This is an optimization exercise on Yosys and OpenROAD, whose aim is small area, not a production implementation.
Only simulation tests tie the RTL to the original design; equivalence was not proved.
No activity file was given, so power comes from the tool's default toggle rates.

### flow/config.mk
export PLATFORM = sky130hd
export DESIGN_NAME = eFPGA_Config
export DESIGN_NICKNAME = eFPGA_Config
export VERILOG_FILES = /design/flow/design.v
export SDC_FILE = /design/flow/constraint.sdc
export NUM_CORES = 4
export LEC_CHECK = 0
export CAP_MARGIN = 20
export CORE_MARGIN = 2
export CORE_UTILIZATION = 40
export SLEW_MARGIN = 20
### flow/constraint.sdc
create_clock -name core_clock -period 10.0 [get_ports {CLK}]
set_input_delay 2.0000 -clock core_clock [delete_from_list [all_inputs] [get_ports {CLK}]]
set_output_delay 2.0000 -clock core_clock [all_outputs]
set_load 0.01 [all_outputs]
### flow/design.v
module config_UART #(
	parameter ComRate = 217  
) (
	input CLK,
	input resetn,  
	input Rx,
	output reg [31:0] WriteData,
	output ComActive,
	output reg WriteStrobe,
	output reg ReceiveLED
);
	localparam TimeToSendValue = 16777-1;
	localparam TestFileChecksum = 20'h4FB00;
	localparam WaitForStartBit=0, DelayAfterStartBit=1, GetBit0=2, GetBit1=3, GetBit2=4, GetBit3=5, GetBit4=6, GetBit5=7, GetBit6=8, GetBit7=9, GetStopBit=10;
	localparam Idle=0, GetID_00=1, GetID_AA=2, GetID_FF=3, GetCommand=4, EvalCommand=5, GetData=6;
	reg RxLocal;
	reg [7:0] ComCount;
	reg [3:0] ComState;
	reg [7:0] ReceivedWord;
	reg [2:0] PresentState;
	reg HeaderOK;
	reg HexMode;
	reg ReceiveState;  
	reg [3:0] HighReg;
	reg ByteStrobe1, ByteWriteStrobe;
	reg [1:0] GetWordState;
	reg [19:0] CRCReg;
	reg [22:0] blink;
	reg [14:0] TimeToSendCounter;
	wire ComTick = (ComCount == ComRate);
	wire StopTick = (ComState == GetStopBit) & ComTick;
	wire TimeToSend = (TimeToSendCounter == 15'd0);
	reg [4:0] HexValue;
	always @ (*) begin
		case (ReceivedWord)
			8'h30: HexValue = 5'h00; 8'h31: HexValue = 5'h01; 8'h32: HexValue = 5'h02; 8'h33: HexValue = 5'h03;
			8'h34: HexValue = 5'h04; 8'h35: HexValue = 5'h05; 8'h36: HexValue = 5'h06; 8'h37: HexValue = 5'h07;
			8'h38: HexValue = 5'h08; 8'h39: HexValue = 5'h09;
			8'h41, 8'h61: HexValue = 5'h0A; 8'h42, 8'h62: HexValue = 5'h0B; 8'h43, 8'h63: HexValue = 5'h0C;
			8'h44, 8'h64: HexValue = 5'h0D; 8'h45, 8'h65: HexValue = 5'h0E; 8'h46, 8'h66: HexValue = 5'h0F;
			default: HexValue = 5'h10;
		endcase
	end
	wire HexValid = ~HexValue[4];
	wire [7:0] ReceivedByte = HexMode ? {HighReg, HexValue[3:0]} : ReceivedWord;
	wire ByteDone = StopTick & (HexMode ? (HexValid & ~ReceiveState) : (PresentState == GetData));
	always @ (posedge CLK or negedge resetn)
		if (!resetn) RxLocal <= 1'b1;
		else RxLocal <= Rx;
	always @ (posedge CLK)
		if (ComState == WaitForStartBit) ComCount <= ComRate/2;
		else if (ComCount == 0) ComCount <= ComRate;
		else ComCount <= ComCount - 1;
	always @ (posedge CLK or negedge resetn)
		if (!resetn) ComState <= WaitForStartBit;
		else if (ComState == WaitForStartBit) begin
			if (!RxLocal) ComState <= DelayAfterStartBit;
		end else if (ComTick) begin
			if (ComState == GetStopBit) ComState <= WaitForStartBit;
			else ComState <= ComState + 1;
		end
	always @ (posedge CLK)
		if (ComTick && ComState >= GetBit0 && ComState <= GetBit7)
			ReceivedWord <= {RxLocal, ReceivedWord[7:1]};
	always @ (posedge CLK)
		if (StopTick) begin
			case (PresentState)
				GetID_00: HeaderOK <= (ReceivedWord == 8'h00);
				GetID_AA: HeaderOK <= HeaderOK & (ReceivedWord == 8'hAA);
				GetID_FF: HeaderOK <= HeaderOK & (ReceivedWord == 8'hFF);
				GetCommand: HexMode <= ReceivedWord[7];
				default: ;
			endcase
		end
	always @ (posedge CLK or negedge resetn) begin
	  if (!resetn) begin
		PresentState <= Idle;
	  end else begin
		case (PresentState)
		Idle:
			if (ComState == WaitForStartBit && !RxLocal) PresentState <= GetID_00;
		GetID_00, GetID_AA, GetID_FF, GetCommand:
			if (TimeToSend) PresentState <= Idle;
			else if (StopTick) PresentState <= PresentState + 1;
		EvalCommand:
			if (HeaderOK && (ReceivedWord[6:0] == 7'h01 || ReceivedWord[6:0] == 7'h02)) PresentState <= GetData;
			else PresentState <= Idle;
		GetData:
			if (TimeToSend) PresentState <= Idle;
		default: PresentState <= 3'bxxx;
		endcase
	  end
	end
	assign ComActive = (PresentState == GetData);
	always @ (posedge CLK) begin
		if (PresentState != GetData) ReceiveState <= 1'b1;
		else if (StopTick && HexValid) ReceiveState <= ~ReceiveState;
		if (StopTick && HexValid && ReceiveState) HighReg <= HexValue[3:0];
	end
	always @ (posedge CLK) begin
		ByteStrobe1 <= ByteDone;
		ByteWriteStrobe <= ByteStrobe1;
	end
	always @ (posedge CLK or negedge resetn) begin
	  if (!resetn) begin
		CRCReg <= TestFileChecksum;
		ReceiveLED <= 1'b0;
		blink <= 23'b0;
	  end else begin
		if (PresentState == GetCommand) CRCReg <= 0;
		else if (ByteDone) CRCReg <= CRCReg + ReceivedByte;
		if (PresentState == GetData) ReceiveLED <= 1'b1;
		else if (PresentState == Idle && CRCReg != TestFileChecksum) ReceiveLED <= blink[22];
		else ReceiveLED <= 1'b0;
		blink <= blink - 1;
	  end
	end
	always @ (posedge CLK) begin
		if (PresentState == EvalCommand) begin
			GetWordState <= 2'd0;
			WriteData <= 32'd0;
		end else if (ByteWriteStrobe) begin
			case (GetWordState)
				2'd0: WriteData[31:24] <= ReceivedByte;
				2'd1: WriteData[23:16] <= ReceivedByte;
				2'd2: WriteData[15:8] <= ReceivedByte;
				2'd3: WriteData[7:0] <= ReceivedByte;
			endcase
			GetWordState <= GetWordState + 2'd1;
		end
		WriteStrobe <= ByteWriteStrobe & (GetWordState == 2'd3);
	end
	always @ (posedge CLK)
		if (PresentState == Idle || ComState == GetStopBit) TimeToSendCounter <= TimeToSendValue + 1;
		else if (!TimeToSend) TimeToSendCounter <= TimeToSendCounter - 1;
endmodule
module bitbang (s_clk, s_data, strobe, data, active, clk, resetn);
	input s_clk;
	input s_data;
	output reg strobe;
	output reg [31:0] data;
	output reg active;
	input clk;
	input resetn;  
	reg s_data_0;
	reg [3:1] s_data_sample;
	reg [3:0] s_clk_sample;
	reg [31:0] serial_data;
	reg [4:0] ctrl;
	reg local_strobe;
	reg old_local_strobe;
	wire rise = ~s_clk_sample[3] & s_clk_sample[2];
	wire fall = s_clk_sample[3] & ~s_clk_sample[2];
	wire bit_in = s_data_sample[3];
	wire m1 = (ctrl == 5'd16);
	wire m0 = (ctrl == 5'd17);
	always @ (posedge clk or negedge resetn)
		if (!resetn) s_data_0 <= 1'b0;
		else s_data_0 <= s_data;
	always @ (posedge clk)
		s_data_sample <= {s_data_sample[2:1], s_data_0};
	always @ (posedge clk or negedge resetn)
		if (!resetn) s_clk_sample <= 4'b0;
		else s_clk_sample <= {s_clk_sample[2:0], s_clk};
	always @ (posedge clk or negedge resetn)
		if (!resetn) serial_data <= 32'b0;
		else if (rise) serial_data <= {serial_data[30:0], bit_in};
	reg [4:0] ctrl_next;
	always @ (*) begin
		case (ctrl)
			5'd0:  ctrl_next = bit_in ? 5'd1  : 5'd0;
			5'd1:  ctrl_next = bit_in ? 5'd2  : 5'd0;
			5'd2:  ctrl_next = bit_in ? 5'd3  : 5'd0;
			5'd3:  ctrl_next = bit_in ? 5'd4  : 5'd0;
			5'd4:  ctrl_next = bit_in ? 5'd5  : 5'd0;
			5'd5:  ctrl_next = bit_in ? 5'd5  : 5'd6;
			5'd6:  ctrl_next = bit_in ? 5'd7  : 5'd0;
			5'd7:  ctrl_next = bit_in ? 5'd2  : 5'd8;
			5'd8:  ctrl_next = bit_in ? 5'd9  : 5'd0;
			5'd9:  ctrl_next = bit_in ? 5'd2  : 5'd10;
			5'd10: ctrl_next = bit_in ? 5'd11 : 5'd0;
			5'd11: ctrl_next = bit_in ? 5'd12 : 5'd0;
			5'd12: ctrl_next = bit_in ? 5'd3  : 5'd13;
			5'd13: ctrl_next = bit_in ? 5'd1  : 5'd14;
			5'd14: ctrl_next = bit_in ? 5'd1  : 5'd15;
			5'd15: ctrl_next = bit_in ? 5'd16 : 5'd17;
			5'd16: ctrl_next = bit_in ? 5'd2  : 5'd0;
			5'd17: ctrl_next = bit_in ? 5'd1  : 5'd0;
			default: ctrl_next = 5'bxxxxx;
		endcase
	end
	always @ (posedge clk or negedge resetn)
		if (!resetn) ctrl <= 5'd0;
		else if (fall) ctrl <= ctrl_next;
	always @ (posedge clk)
		if (m1) data <= serial_data;
	always @ (posedge clk) begin
		local_strobe <= m1;
		old_local_strobe <= local_strobe;
	end
	always @ (posedge clk or negedge resetn)
		if (!resetn) strobe <= 1'b0;
		else strobe <= local_strobe & ~old_local_strobe;
	always @ (posedge clk or negedge resetn)
		if (!resetn) active <= 1'b0;
		else if (m1) active <= 1'b1;
		else if (m0) active <= 1'b0;
endmodule
module ConfigFSM (CLK, resetn, WriteData, WriteStrobe, Reset, FrameAddressRegister, LongFrameStrobe, RowSelect);
	parameter NumberOfRows = 14;
	parameter RowSelectWidth = 5;
	parameter FrameBitsPerRow = 32;
	parameter desync_flag = 20;
	input CLK;
	input resetn;  
	input [31:0] WriteData;
	input WriteStrobe;
	input Reset;
	output reg [FrameBitsPerRow-1:0] FrameAddressRegister;
	output LongFrameStrobe;
	output [RowSelectWidth-1:0] RowSelect;
	reg [3:0] FrameShiftState;
	reg synced;
	reg old_reset;
	reg [1:0] strobe_cnt;
	wire rise = Reset & ~old_reset;
	wire busy = (FrameShiftState != 4'd0);
	wire last = ~rise & WriteStrobe & (FrameShiftState == 4'd1);
	always @ (posedge CLK)
		old_reset <= Reset;
	always @ (posedge CLK or negedge resetn) begin
	  if (!resetn) begin
		synced <= 1'b0;
		FrameShiftState <= 4'd0;
		FrameAddressRegister <= 0;
	  end else if (rise) begin
		synced <= 1'b0;
		FrameShiftState <= 4'd0;
	  end else if (WriteStrobe) begin
		if (busy) begin
			FrameShiftState <= FrameShiftState - 4'd1;
		end else if (synced) begin
			if (WriteData[desync_flag]) begin
				synced <= 1'b0;
			end else begin
				FrameAddressRegister <= WriteData;
				FrameShiftState <= NumberOfRows;
			end
		end else if (WriteData == 32'hFAB0_FAB1) begin
			synced <= 1'b1;
		end
	  end
	end
	assign RowSelect = WriteStrobe ? {1'b0, FrameShiftState} : {RowSelectWidth{1'b1}};
	always @ (posedge CLK or negedge resetn)
		if (!resetn) strobe_cnt <= 2'b00;
		else strobe_cnt <= {strobe_cnt[0], ~strobe_cnt[1] & (strobe_cnt[0] | last)};
	assign LongFrameStrobe = strobe_cnt[1];
endmodule
module eFPGA_Config (CLK, resetn, Rx, ComActive, ReceiveLED, s_clk, s_data, SelfWriteData, SelfWriteStrobe, ConfigWriteData, ConfigWriteStrobe, FrameAddressRegister, LongFrameStrobe, RowSelect);
	parameter NumberOfRows = 14;
	parameter RowSelectWidth = 5;
	parameter FrameBitsPerRow = 32;
	parameter desync_flag = 20;
	input CLK;
	input resetn;  
	input Rx;
	output ComActive;
	output ReceiveLED;
	input s_clk;
	input s_data;
	input [32-1:0] SelfWriteData;
	input SelfWriteStrobe;
	output [32-1:0] ConfigWriteData;
	output ConfigWriteStrobe;
	output [FrameBitsPerRow-1:0] FrameAddressRegister;
	output LongFrameStrobe;
	output [RowSelectWidth-1:0] RowSelect;
	wire [31:0] UART_WriteData;
	wire UART_WriteStrobe;
	wire UART_ComActive;
	wire UART_LED;
	wire [31:0] BitBangWriteData;
	wire BitBangWriteStrobe;
	wire BitBangActive;
	config_UART INST_config_UART (
	.CLK(CLK),
	.resetn(resetn),
	.Rx(Rx),
	.WriteData(UART_WriteData),
	.ComActive(UART_ComActive),
	.WriteStrobe(UART_WriteStrobe),
	.ReceiveLED(UART_LED)
	);
	bitbang Inst_bitbang (
	.s_clk(s_clk),
	.s_data(s_data),
	.strobe(BitBangWriteStrobe),
	.data(BitBangWriteData),
	.active(BitBangActive),
	.clk(CLK),
	.resetn(resetn)
	);
	assign ConfigWriteData = UART_ComActive ? UART_WriteData : BitBangActive ? BitBangWriteData : SelfWriteData;
	assign ConfigWriteStrobe = UART_ComActive ? UART_WriteStrobe : BitBangActive ? BitBangWriteStrobe : SelfWriteStrobe;
	assign ComActive = UART_ComActive;
	assign ReceiveLED = UART_LED ^ BitBangWriteStrobe;
	ConfigFSM #(
	.NumberOfRows(NumberOfRows),
	.RowSelectWidth(RowSelectWidth),
	.FrameBitsPerRow(FrameBitsPerRow),
	.desync_flag(desync_flag)
	) ConfigFSM_inst (
	.CLK(CLK),
	.resetn(resetn),
	.WriteData(ConfigWriteData),
	.WriteStrobe(ConfigWriteStrobe),
	.Reset(UART_ComActive | BitBangActive),
	.FrameAddressRegister(FrameAddressRegister),
	.LongFrameStrobe(LongFrameStrobe),
	.RowSelect(RowSelect)
	);
endmodule
### flow/run.sh
#!/bin/bash
# synth_recipe.tcl (not shown) runs the flow's synth.tcl, then flattens the netlist and writes it again
# the make line also repeats each setting of config.mk as NAME=value (left out here)
make -C /OpenROAD-flow-scripts/flow DESIGN_CONFIG=/design/flow/config.mk WORK_HOME=/design/flow/orfs CLKGATE_MAP_FILE= SYNTH_SCRIPT=/design/flow/synth_recipe.tcl finish
==> key figures <==
STA
  – Setup TNS: 0 ns
  – Hold Violations, Final: 0
  – Slew @ Worst Pin: roughly 1.0 ns
  – Fmax: roughly 0.17 GHz
  – Clock Skews: 0.01667 ns
  – Max-slew headroom: between 30 and 40%
  – Setup Viol. Count Final: 0
  – Final worst path period need: 5.850 ns
  – RSZ-0062 raised after global routing: no
  – Period utilisation layout: 58.50%
  – Final max-slew violation count: 0

Synth
  – FF+latch count, synth: about 250
  – Synth top area share: between 20% and 30%
  – Adder-cell area share of the yosys netlist: approximately 2.7%
  – Synth top area cells: dfrtp_1, edfxtp_1, dfxtp_1, mux2_2, mux2i_1
  – Cells after synthesis: around 1000
  – Largest family of logic cells by synthesized area: simple AND/OR/NAND/NOR gates
  – Multiplexer share of the synthesized area: 11.10%
  – Post-synth EDFFs: 46
  – Cell Area, Synth: around 11000 sq um
  – Synth Area in Compound Gates: 10.26%
  – Ys Warns: 3
  – Yosys top cell by area: dfrtp_1
  – Cell variety after synth: 68
  – Post-Syn Nets: roughly 1100
  – Synth Area in Simple Gates: around 15%
  – Most common cell in the netlist: dfrtp_1
  – Async S/R FF share, synth: 54.25%
  – Mapped Avg Cell Area: roughly 11 sq um
  – Register area share after synthesis: between 50% and 60%
  – Post-Synth XOR/XNOR Area: 3.592%
  – Synth top cells by count: dfrtp_1, nand2_1, nor2_1
  – Ys flop type: dfrtp_1

Clocking
  – # H-tree levels: 1
  – Post-CTS Setup Inserts: 0
  – Clk slew on worst S/H paths: around 0.060 ns
  – Clock latency at the later pin of the worst-skew pair: 0.54 ns
  – Clock root cell: clkbuf_16
  – Clk sink count: between 200 and 250
  – CTS Buffer Depth: 3
  – Resize count post-CTS: 0
  – Hold-fix buffers, CTS: 0
  – CTS Buf Count: 29
  – TritonCTS clock tree: done

Worst setup path
  – Critical path startpoint: SelfWriteStrobe
  – Critical Path Most Common Cell: clkdlybuf4s50_1
  – CP Class: in2out
  – Crit path max-delay cell type: clkdlybuf4s50_1
  – CP delay by family, top: buffers and inverters
  – Worst EP required: around 8.0 ns
  – Crit path DAT: 3.85 ns
  – Worst-path maximum fanout: 7
  – Worst reg2reg setup slack: about 6.3 ns
  – CP peak stage delay: around 0.53 ns
  – CP bufs+invs: 3
  – CP Cell Sequence: clkdlybuf4s50_1, mux2_2, mux2i_1, inv_1, nand2_1, clkdlybuf4s50_1
  – Worst r2r src: INST_config_UART.ReceivedWord[7]
  – CP endpoint kind: primary output
  – Startpoint type of the worst setup path: primary input

Placement
  – IO Port Bufs: 109
  – Gpl congestion: slightly above 0.8
  – Placed Area: 12630 sq um
  – DP HPWL: around 17000 um

Route
  – Initial drt markers: slightly below 400
  – Vias: approximately 7900
  – DRC errors left: 0
  – Via/cell ratio: 5.140
  – First-pass iteration count of the detailed router: 5
  – Routed Antenna Nets: 0
  – Routed len/inst: 16.67 um
  – Total Wirelength: roughly 26000 um

Pwr
  – Pwr dens: around 200 nW/um^2
  – Switch Pwr: 743.2 uW
  – Sw Share: between 20% and 30%
  – Part of the power in registers: 46.5%
  – Internal Power: ~2000 uW
  – Leakage: roughly 0.0053 uW
  – Clock share of power: approximately 37%
  – Peak VDD IR: approximately 140 uV
  – Combinational group share of total power: ~17%

Floorplanning
  – Die Y: ~170 um
  – Io pins: ~110
  – Core box area: between 20000 and 30000 sq um
  – Initial Util: between 40 and 50%
  – Cell Rows: between 60 and 70
  – Die width: 171.5 um
  – Die Area: just under 30000 sq um

Final layout
  – Area grow syn2layout: 20.63%
  – Layout cells sized above 1: 11.96%
  – Fillers: around 2500
  – N_diodes: 0
  – Final instance area: about 14000 sq um
  – Nets: 1194

GRT
  – Global router's overall resource usage: 17.51%
  – Number of global-route vias before repair: between 7000 and 8000
  – Antenna violations before repair: 0
  – Largest net degree at the start of global routing: 73
  – Grt total ovfl: 0
  – First-pass GRT wire length: between 40000 and 50000 um

Status
  – Outcome: no timing/DRC/antenna violations

Worst hold path
  – Hold Crit Start: Inst_bitbang.s_data_sample[1]
  – Worst min path class: reg2reg

Flow run
  – Max-Cap Viols: 0
## final cells by class
class	instances	area (sq um)	share of cell area, %
Inverter	36	135.1	0.9988
Sequential cell	247	6088	45.00
Multi-Input combinational cell	699	4767	35.24
Clock inverter	14	115.1	0.8508
Tap cell	378	473.0	3.496
Timing Repair Buffer	119	1167	8.629
Clock buffer	39	783.3	5.789
## logic make-up (layout without fill, tap and decap cells)
kind of cell,count (synthesis),after routing
AO/OA/AOI/OAI,186,186
XOR/XNOR,46,46
adder cells (fa/ha/maj),24,24
buffers and inverters,95,208
flip-flops,247,247
multiplexers,116,116
other,1,1
AND/OR/NAND/NOR,326,326
## placed cells by master (no fill, tap or decap), drive strengths merged, types with 37 or more instances in the layout
cell / synthesis / routed
dfxtp: 67 / 67
mux2i: 49 / 49
clkdlybuf4s50: 0 / 108
nand2: 78 / 78
clkbuf: 44 / 39
edfxtp: 46 / 46
dfrtp: 125 / 125
mux2: 67 / 67
inv: 36 / 37
nor2: 78 / 78
o21ai: 66 / 66
a21oi: 41 / 41
## state kept, by name (all words and copies together) (netlist names), 4 cells and up
signal,count
Inst_bitbang.s_clk_sample,4
INST_config_UART.ReceivedWord,8
INST_config_UART.HighReg,4
INST_config_UART.TimeToSendCounter,15
ConfigFSM_inst.FrameShiftState,4
INST_config_UART.ComCount,8
ConfigFSM_inst.FrameAddressRegister,31
INST_config_UART.ComState,4
Inst_bitbang.data,32
INST_config_UART.WriteData,32
INST_config_UART.CRCReg,20
INST_config_UART.blink,23
Inst_bitbang.ctrl,5
Inst_bitbang.serial_data,32
## final timing paths
| check | to | cells after the start |
|---|---|---|
| setup / recovery | RowSelect[0] | 6 |
| hold / removal | Inst_bitbang.s_data_sample[2] | 0 |
| setup reg to reg | INST_config_UART.CRCReg[14] | 12 |
| hold reg to reg | Inst_bitbang.s_data_sample[2] | 0 |
| max in group asynchronous | Inst_bitbang.active | 2 |
| min in group asynchronous | INST_config_UART.blink[10] | 1 |
## power by group through the flow
stage                     clock network (uW)  logic [uW]  registers [uW]
after detailed placement                   0         461            1280
after global routing                    1070         518            1290
final                                    999         460            1270
after global placement                     0         456            1280
after CTS                               1030         465            1270
after floorplan                            0         327            1250
## worst reg2reg max path, delay by kind of cell (launching register included)
| family | cells | cell delay [ns] |
|---|---|---|
| simple gates | 4 | 1.21 |
| compound gates | 5 | 1.13 |
| mux | 1 | 0.30 |
| buf+inv | 1 | 0.20 |
| flops | 1 | 0.53 |
| fa+ha+maj | 1 | 0.25 |
## stage by stage
step	power [uW]	instances	utilization (%)	hold WS, ns	worst slack [ns]
floorplan	1581	1041	-	0.3096	4.958
global placement	1735	1479	45.59	0.3099	4.184
detailed placement	1746	1479	45.59	0.3136	4.161
CTS	2756	1532	48.83	0.3278	4.158
global route	2872	1532	48.83	0.3330	3.981
finish	2725	1532	48.83	0.3262	4.150
## routing by layer
| layer | vias to the layer above | routed length, um | global-route usage, % | part of all wire, % |
|---|---|---|---|---|
| met5 | - | 0 | 0 | 0 |
| met4 | 0 | 567 | 4.458 | 2.2 |
| met3 | 40 | 1128 | 2.692 | 4.4 |
| met2 | 123 | 11630 | 27.20 | 46 |
| met1 | 3785 | 12210 | 25.58 | 48 |
| li1 | 3927 | - | - | - |

-- port drivers added, routing unchanged --
Ports are ideal in the flow. The routed layout listed here was re-timed in OpenROAD.
Step 1 sets driving cells, clkbuf_16 on the clock port and buf_2 on the other inputs (assumed; they add their load-dependent delay and slew).
Step 2, shift: input delay + t, output delay - t, t = (earliest + latest rising clock arrival at the registers) / 2. This alone moves slack from input paths to output paths.
Three values: ideal, step 1, step 2; two values: the first two.
shift t [ns]: 0.581
setup WS [ns]: 4.150 / 4.124 / 4.124
latest minus earliest clock arrival (ns): 0.020 / 0.020
After both steps setup and hold are still met in this run. For this run, drivers alone change the setup slack by -0.026 ns; drivers and shift together by -0.026 ns.
